Source: an optimization exercise on an open RTL-to-GDS flow (aim: small area and a short achievable clock period). Production flows keep margins and buffers that such runs may drop.
No activity file was given, so power comes from the tool's default toggle rates.

==> amber <==
## t2c_maze_explorer
module t2c_maze_explorer (
    input clk,
    input rst_n,
    input left,
    mid,
    right,   
    output reg [2:0] move
);
==> module t2c_maze_explorer, before the edit <==
module t2c_maze_explorer (
    input clk,
    input rst_n,
    input left,
    mid,
    right,   
    output reg [2:0] move
);
  reg [1:0] st;         
  reg [3:0] x_pos, y_pos;
  reg [1:0] dirn;       
  reg flag2;
  reg cm;               
  reg bm;               
  reg pm;               
  reg mL, mF, mR;       
  wire [80:0] mark;     
  wire idle = ~st[1] & ~st[0];
  wire decide = st[1] & ~st[0];
  wire [15:0] xa, ya;   
  genvar gi, gj;
  generate
    for (gi = 0; gi < 16; gi = gi + 1) begin : g_dec
      assign xa[gi] = (x_pos == gi);
      assign ya[gi] = (y_pos == gi);
    end
  endgenerate
  wire [8:0] xh = xa[8:0], yh = ya[8:0];
  wire [8:0] col_y;     
  wire [8:0] row_x;     
  generate
    for (gi = 0; gi < 9; gi = gi + 1) begin : g_pl
      wire [8:0] a, b;
      for (gj = 0; gj < 9; gj = gj + 1) begin : g_t
        assign a[gj] = mark[gi*9+gj] & yh[gj];
        assign b[gj] = mark[gj*9+gi] & xh[gj];
      end
      assign col_y[gi] = |a;
      assign row_x[gi] = |b;
    end
  endgenerate
  wire x_out = |xa[15:9];
  wire y_out = |ya[15:9];
  wire mE = y_out | (|(col_y[8:1] & xa[7:0])) | (|xa[14:8]) | (xa[15] & col_y[0]);
  wire mW = y_out | (|(col_y[8:0] & xa[9:1])) | xa[0] | (|xa[15:10]);
  wire mS = x_out | (|(row_x[8:1] & ya[7:0])) | (|ya[14:8]) | (ya[15] & row_x[0]);
  wire mN = x_out | (|(row_x[8:0] & ya[9:1])) | ya[0] | (|ya[15:10]);
  always @(posedge clk) begin
    case (dirn)
      2'd0: {mL, mF, mR} <= {mW, mN, mE};
      2'd1: {mL, mF, mR} <= {mN, mE, mS};
      2'd2: {mL, mF, mR} <= {mE, mS, mW};
      default: {mL, mF, mR} <= {mS, mW, mN};
    endcase
  end
  wire fL = ~left & ~mL;
  wire fF = ~mid & ~mF;
  wire fR = ~right & ~mR;
  wire nof = ~fL & ~fF & ~fR;
  wire block = (fL ^ fF ^ fR) & ~(fL & fF & fR);
  wire ways1 = ~(left ^ mid ^ right) & (left | mid | right);   
  wire at40 = xa[4] & ya[0];
  wire uf = at40 & ~flag2 & ways1;    
  wire sL = ~uf & fL;
  wire sF = ~uf & ~fL & fF;
  wire sR = ~uf & ~fL & ~fF & fR;
  wire sU = uf | (nof & ~at40);
  wire go = sL | sF | sR | sU;
  wire we = (pm & block) | (nof & ~at40);
  wire [1:0] turn = {sU | sL, sR | sL};
  wire [1:0] nd = {dirn[1] ^ turn[1] ^ (dirn[0] & turn[0]), dirn[0] ^ turn[0]};
  wire [3:0] xp = {x_pos[3] ^ (&x_pos[2:0]), x_pos[2] ^ (&x_pos[1:0]), x_pos[1] ^ x_pos[0], ~x_pos[0]};
  wire [3:0] xm = {x_pos[3] ^ ~(|x_pos[2:0]), x_pos[2] ^ ~(|x_pos[1:0]), x_pos[1] ^ ~x_pos[0], ~x_pos[0]};
  wire [3:0] yp = {y_pos[3] ^ (&y_pos[2:0]), y_pos[2] ^ (&y_pos[1:0]), y_pos[1] ^ y_pos[0], ~y_pos[0]};
  wire [3:0] ym = {y_pos[3] ^ ~(|y_pos[2:0]), y_pos[2] ^ ~(|y_pos[1:0]), y_pos[1] ^ ~y_pos[0], ~y_pos[0]};
  always @(posedge clk or negedge rst_n) begin
    if (!rst_n) begin
      st <= 2'b00;
      move <= 3'd0;
      dirn <= 2'd0;
      x_pos <= 4'd4;
      y_pos <= 4'd8;
      flag2 <= 1'b0;
      cm <= 1'b1;
      bm <= 1'b1;
      pm <= 1'b1;
    end else begin
      st <= {st[1] | st[0], ~st[0]};
      if (decide) begin
        pm <= cm | we;
        if (at40) flag2 <= 1'b1;
        if (go) begin
          move <= {sU, sL | sR, sF | sR};
          dirn <= nd;
          bm <= cm | we;
          cm <= sU & bm;
          case (nd)
            2'd0: y_pos <= ym;
            2'd1: x_pos <= xp;
            2'd2: y_pos <= yp;
            default: x_pos <= xm;
          endcase
        end
      end
    end
  end
  wire [8:0] wr = xh & {9{decide & we}};
  generate
    for (gi = 0; gi < 9; gi = gi + 1) begin : g_wi
      for (gj = 0; gj < 9; gj = gj + 1) begin : g_wj
        if (gi == 4 && gj == 8) begin : g_start
          assign mark[gi*9+gj] = 1'b1;
        end else begin : g_cell
          reg m_n;   
          always @(posedge clk) m_n <= (m_n | idle) & ~(wr[gi] & yh[gj]);
          assign mark[gi*9+gj] = ~m_n;
        end
      end
    end
  endgenerate
endmodule
export LEC_CHECK = 0
export CAP_MARGIN = 20
export CORE_MARGIN = 2
export CORE_UTILIZATION = 40
export SETUP_SLACK_MARGIN = 5
export SLEW_MARGIN = 20
create_clock -name core_clock -period 9.0 [get_ports {clk}]
standard.sh (not shown) runs the stock make flow with config.mk's settings and CLKGATE_MAP_FILE= SYNTH_SCRIPT=/design/flow/synth_recipe.tcl, a recipe that flattens the netlist after the stock synthesis.
==> flow/flow/run.sh <==
#!/bin/bash
# Own layout flow: the standard flow, except that the synthesised netlist
# comes from the same synthesis script with a different ABC mapping script
# (flow/area.abc) and without the adder-cell mapping.  Registers (names and
# cell types) are those of the standard synthesis; this is checked below.
set -euo pipefail
W=$PWD
F=$W/flow
R=$W/orfs/results/$FLOW_PLATFORM/t2c_maze_explorer/base

bash standard.sh synth > $W/log_std_synth.txt 2>&1
cp $R/1_2_yosys.v $W/std_1_2_yosys.v

# 2. own synthesis in a separate ORFS work folder
MY_ABC_SCRIPT=$F/area.abc make -C $FLOW_HOME DESIGN_CONFIG=$W/config.mk WORK_HOME=$W/own \
  CLKGATE_MAP_FILE= SYNTH_SCRIPT=$F/mysynth.tcl synth > $W/log_own_synth.txt 2>&1
OWN=$W/own/results/$FLOW_PLATFORM/t2c_maze_explorer/base/1_2_yosys.v

regs() { grep -E '^ *sky130_fd_sc_hd__(df|ed|sd)[a-z]*_[0-9]+ ' "$1" | awk '{print $1, $2}' | sed 's/_[0-9]* / /' | sort; }
regs $R/1_2_yosys.v > $W/regs_std.txt
regs $OWN > $W/regs_own.txt
if cmp -s $W/regs_std.txt $W/regs_own.txt; then
  cp $OWN $R/1_2_yosys.v
  echo "own synthesis used" > $W/log_synth_choice.txt
else
  echo "register mismatch; keeping the standard synthesis" > $W/log_synth_choice.txt
fi

# 3. the rest of the standard flow on that netlist
bash standard.sh > $W/log_flow.txt 2>&1
==> flow/flow/area.abc <==
strash; dch -f; amap; topo
==> flow/flow/mysynth.tcl <==
proc synth {args} { yosys synth -nofsm -noshare {*}$args }
set ::env(ADDER_MAP_FILE) ""
proc abc {args} {
  set i [lsearch -exact $args -script]
  if {$i >= 0} {
    if {[info exists ::env(MY_ABC_SCRIPT)] && $::env(MY_ABC_SCRIPT) ne ""} {
      set args [lreplace $args $i [expr {$i+1}] -script $::env(MY_ABC_SCRIPT)]
    } else {
      set args [lreplace $args $i [expr {$i+1}]]
    }
  }
  if {[info exists ::env(MY_ABC_NOD)]} {
    set j [lsearch -exact $args -D]
    if {$j >= 0} { set args [lreplace $args $j [expr {$j+1}]] }
  }
  puts "my abc: $args"
  yosys abc {*}$args
}
source $::env(SCRIPTS_DIR)/synth.tcl
# left out here: clear keep_hierarchy, flatten, clean up, hide names made inside functions, write 1_2_yosys.v
==> inputs of maple, as changes to amber <==
==> flow/design.v (replaced) <==
module t2c_maze_explorer (
    input clk,
    input rst_n,
    input left,
    mid,
    right,   
    output reg [2:0] move
);
  reg [1:0] st;         
  reg [3:0] x_pos, y_pos;
  reg [1:0] dirn;       
  reg flag2;
  reg cm;               
  reg bm;               
  reg pm;               
  reg mL, mF, mR;       
  wire [80:0] mark;     
  wire idle = ~st[1] & ~st[0];
  wire decide = st[1] & ~st[0];
  wire [8:0] xh, yh;    
  genvar gi, gj;
  generate
    for (gi = 0; gi < 9; gi = gi + 1) begin : g_dec
      assign xh[gi] = (x_pos == gi);
      assign yh[gi] = (y_pos == gi);
    end
  endgenerate
  wire [8:0] col_y;     
  wire [8:0] row_x;     
  generate
    for (gi = 0; gi < 9; gi = gi + 1) begin : g_pl
      wire [8:0] a, b;
      for (gj = 0; gj < 9; gj = gj + 1) begin : g_t
        assign a[gj] = mark[gi*9+gj] & yh[gj];
        assign b[gj] = mark[gj*9+gi] & xh[gj];
      end
      assign col_y[gi] = |a;
      assign row_x[gi] = |b;
    end
  endgenerate
  wire x_out = ~|xh;
  wire y_out = ~|yh;
  wire mE = y_out | (|(col_y[8:1] & xh[7:0])) | (x_pos >= 4'd8 && x_pos != 4'd15) |
            (x_pos == 4'd15 && col_y[0]);
  wire mW = y_out | (|(col_y[7:0] & xh[8:1])) | (x_pos == 4'd0) | (x_pos >= 4'd10) |
            (x_pos == 4'd9 && col_y[8]);
  wire mS = x_out | (|(row_x[8:1] & yh[7:0])) | (y_pos >= 4'd8 && y_pos != 4'd15) |
            (y_pos == 4'd15 && row_x[0]);
  wire mN = x_out | (|(row_x[7:0] & yh[8:1])) | (y_pos == 4'd0) | (y_pos >= 4'd10) |
            (y_pos == 4'd9 && row_x[8]);
  wire [3:0] nb = {mW, mS, mE, mN};
  always @(posedge clk) begin
    mF <= nb[dirn];
    mR <= nb[dirn+2'd1];
    mL <= nb[dirn+2'd3];
  end
  wire fL = ~left & ~mL;
  wire fF = ~mid & ~mF;
  wire fR = ~right & ~mR;
  wire nof = ~fL & ~fF & ~fR;
  wire block = (fL ^ fF ^ fR) & ~(fL & fF & fR);
  wire ways1 = ~(left ^ mid ^ right) & (left | mid | right);   
  wire at40 = (x_pos == 4'd4) && (y_pos == 4'd0);
  wire uf = at40 & ~flag2 & ways1;    
  wire sL = ~uf & fL;
  wire sF = ~uf & ~fL & fF;
  wire sR = ~uf & ~fL & ~fF & fR;
  wire sU = uf | (nof & ~at40);
  wire go = sL | sF | sR | sU;
  wire we = (pm & block) | (nof & ~at40);
  wire [3:0] xp = x_pos + 4'd1, xm = x_pos - 4'd1;
  wire [3:0] yp = y_pos + 4'd1, ym = y_pos - 4'd1;
  wire [1:0] dL = dirn + 2'd3, dR = dirn + 2'd1, dU = dirn + 2'd2;
  wire [7:0] nxt[0:3];
  assign nxt[0] = {x_pos, ym};
  assign nxt[1] = {xp, y_pos};
  assign nxt[2] = {x_pos, yp};
  assign nxt[3] = {xm, y_pos};
  wire [7:0] pL = nxt[dL], pF = nxt[dirn], pR = nxt[dR], pU = nxt[dU];
  always @(posedge clk or negedge rst_n) begin
    if (!rst_n) begin
      st <= 2'b00;
      move <= 3'd0;
      dirn <= 2'd0;
      x_pos <= 4'd4;
      y_pos <= 4'd8;
      flag2 <= 1'b0;
      cm <= 1'b1;
      bm <= 1'b1;
      pm <= 1'b1;
    end else begin
      st <= {st[1] | st[0], ~st[0]};
      if (decide) begin
        pm <= cm | we;
        if (at40) flag2 <= 1'b1;
        if (go) begin
          move <= {sU, sL | sR, sF | sR};
          dirn <= ({2{sL}} & dL) | ({2{sF}} & dirn) | ({2{sR}} & dR) | ({2{sU}} & dU);
          {x_pos, y_pos} <= ({8{sL}} & pL) | ({8{sF}} & pF) | ({8{sR}} & pR) | ({8{sU}} & pU);
          bm <= cm | we;
          cm <= sU & bm;
        end
      end
    end
  end
  wire [8:0] wa = xh & {9{decide & pm}};
  wire [8:0] wb = xh & {9{decide & ~at40}};
  wire [8:0] wr = (wa & {9{block}}) | (wb & {9{nof}});
  generate
    for (gi = 0; gi < 9; gi = gi + 1) begin : g_wi
      for (gj = 0; gj < 9; gj = gj + 1) begin : g_wj
        if (gi == 4 && gj == 8) begin : g_start
          assign mark[gi*9+gj] = 1'b1;
        end else begin : g_cell
          reg m;
          always @(posedge clk) m <= (m & ~idle) | (wr[gi] & yh[gj]);
          assign mark[gi*9+gj] = m;
        end
      end
    end
  endgenerate
endmodule
==> flow/run.sh (new file) <==
#!/bin/bash
# synth_recipe.tcl (not shown) runs the flow's synth.tcl, then flattens the netlist and writes it again
# the make line also repeats each setting of config.mk as NAME=value (left out here)
make -C /OpenROAD-flow-scripts/flow DESIGN_CONFIG=/design/flow/config.mk WORK_HOME=/design/flow/orfs CLKGATE_MAP_FILE= SYNTH_SCRIPT=/design/flow/synth_recipe.tcl finish
--- a/flow/config.mk
+++ b/flow/config.mk
@@ -10,3 +10,2 @@
 export CORE_UTILIZATION = 40
-export SETUP_SLACK_MARGIN = 5
 export SLEW_MARGIN = 20
removed: flow/flow/run.sh
removed: flow/flow/area.abc
removed: flow/flow/mysynth.tcl
removed: flow/standard.sh
==> summary of the runs <==
maple completed without violations. amber finished clean. In maple the cell area is larger than in amber, by 29%. Of amber and maple, maple has the higher routed wire length (gap about 40%, measured against maple). In maple the final cell count is larger than in amber, by about 50%. Between maple and amber, the lower setup slack is in maple (gap 0.81 ns). Of maple and amber, amber has the higher utilization (gap 5.4 points). Of maple and amber, maple has the higher sequential power (gap about 4.5%, measured against amber).
==> figures <==
| item | maple | amber |
|---|---|---|
| Tap cell count | 216 | 140 |
| Final weighted congestion in routability-driven placement | 0.9343 | 0.9091 |
| Met3 global-route usage | 4.729% | 5.413% |
| Floorplan die width | 131.8 um | 110.7 um |
| Run status | finished clean | finished clean |
| Worst R2R Start | y_pos[0] | y_pos[3] |
| Multi-input logic area | 0.003934 mm2 | 0.002415 mm2 |
| Launching element type of the critical path | input pin | flop |
| Core outline area | 0.01594 mm2 | 0.01098 mm2 |
| Setup slack of the worst register-to-register path | 5.20 ns | 5.14 ns |
| Die height | 131.8 um | 110.7 um |
| Die Outline Area | 0.01738 mm2 | 0.01225 mm2 |
| Clock share of power | 15.8% | 19.8% |
| Detailed route wirelength on metal2 | 10.79 mm | 6.274 mm |
No functional check of the RTL was part of any run of this note.

afterwards: timing with drivers on the ports:
The results above use ideal ports. As a check the final layouts listed here were re-extracted and re-timed, cells and wires unchanged. Step 1: set_driving_cell puts a clkbuf_16 on clk and a buf_2 on each other input, an assumption about the parent block. Step 2 moves the port delays by t, midway between the first and last clock arrival at a register: inputs arrive t later, outputs are due t later. That takes back most of the time a late clock gives input paths. Slacks: no drivers / after step 1 / after step 2; pairs: no drivers / after step 1.
run | shift t [ns] | slack for setup (ns) | worst hold slack (ns)
amber | 0.395 | 5.144 / 5.144 / 4.816 | 0.456 / 0.456 / 0.456
maple | 0.407 | 4.329 / 4.352 / 3.945 | 0.473 / 0.473 / 0.473
After both steps setup and hold are still met in every run listed. The setup slack of maple, which loses most, moves by +0.023 ns with the drivers and by -0.384 ns with both steps.
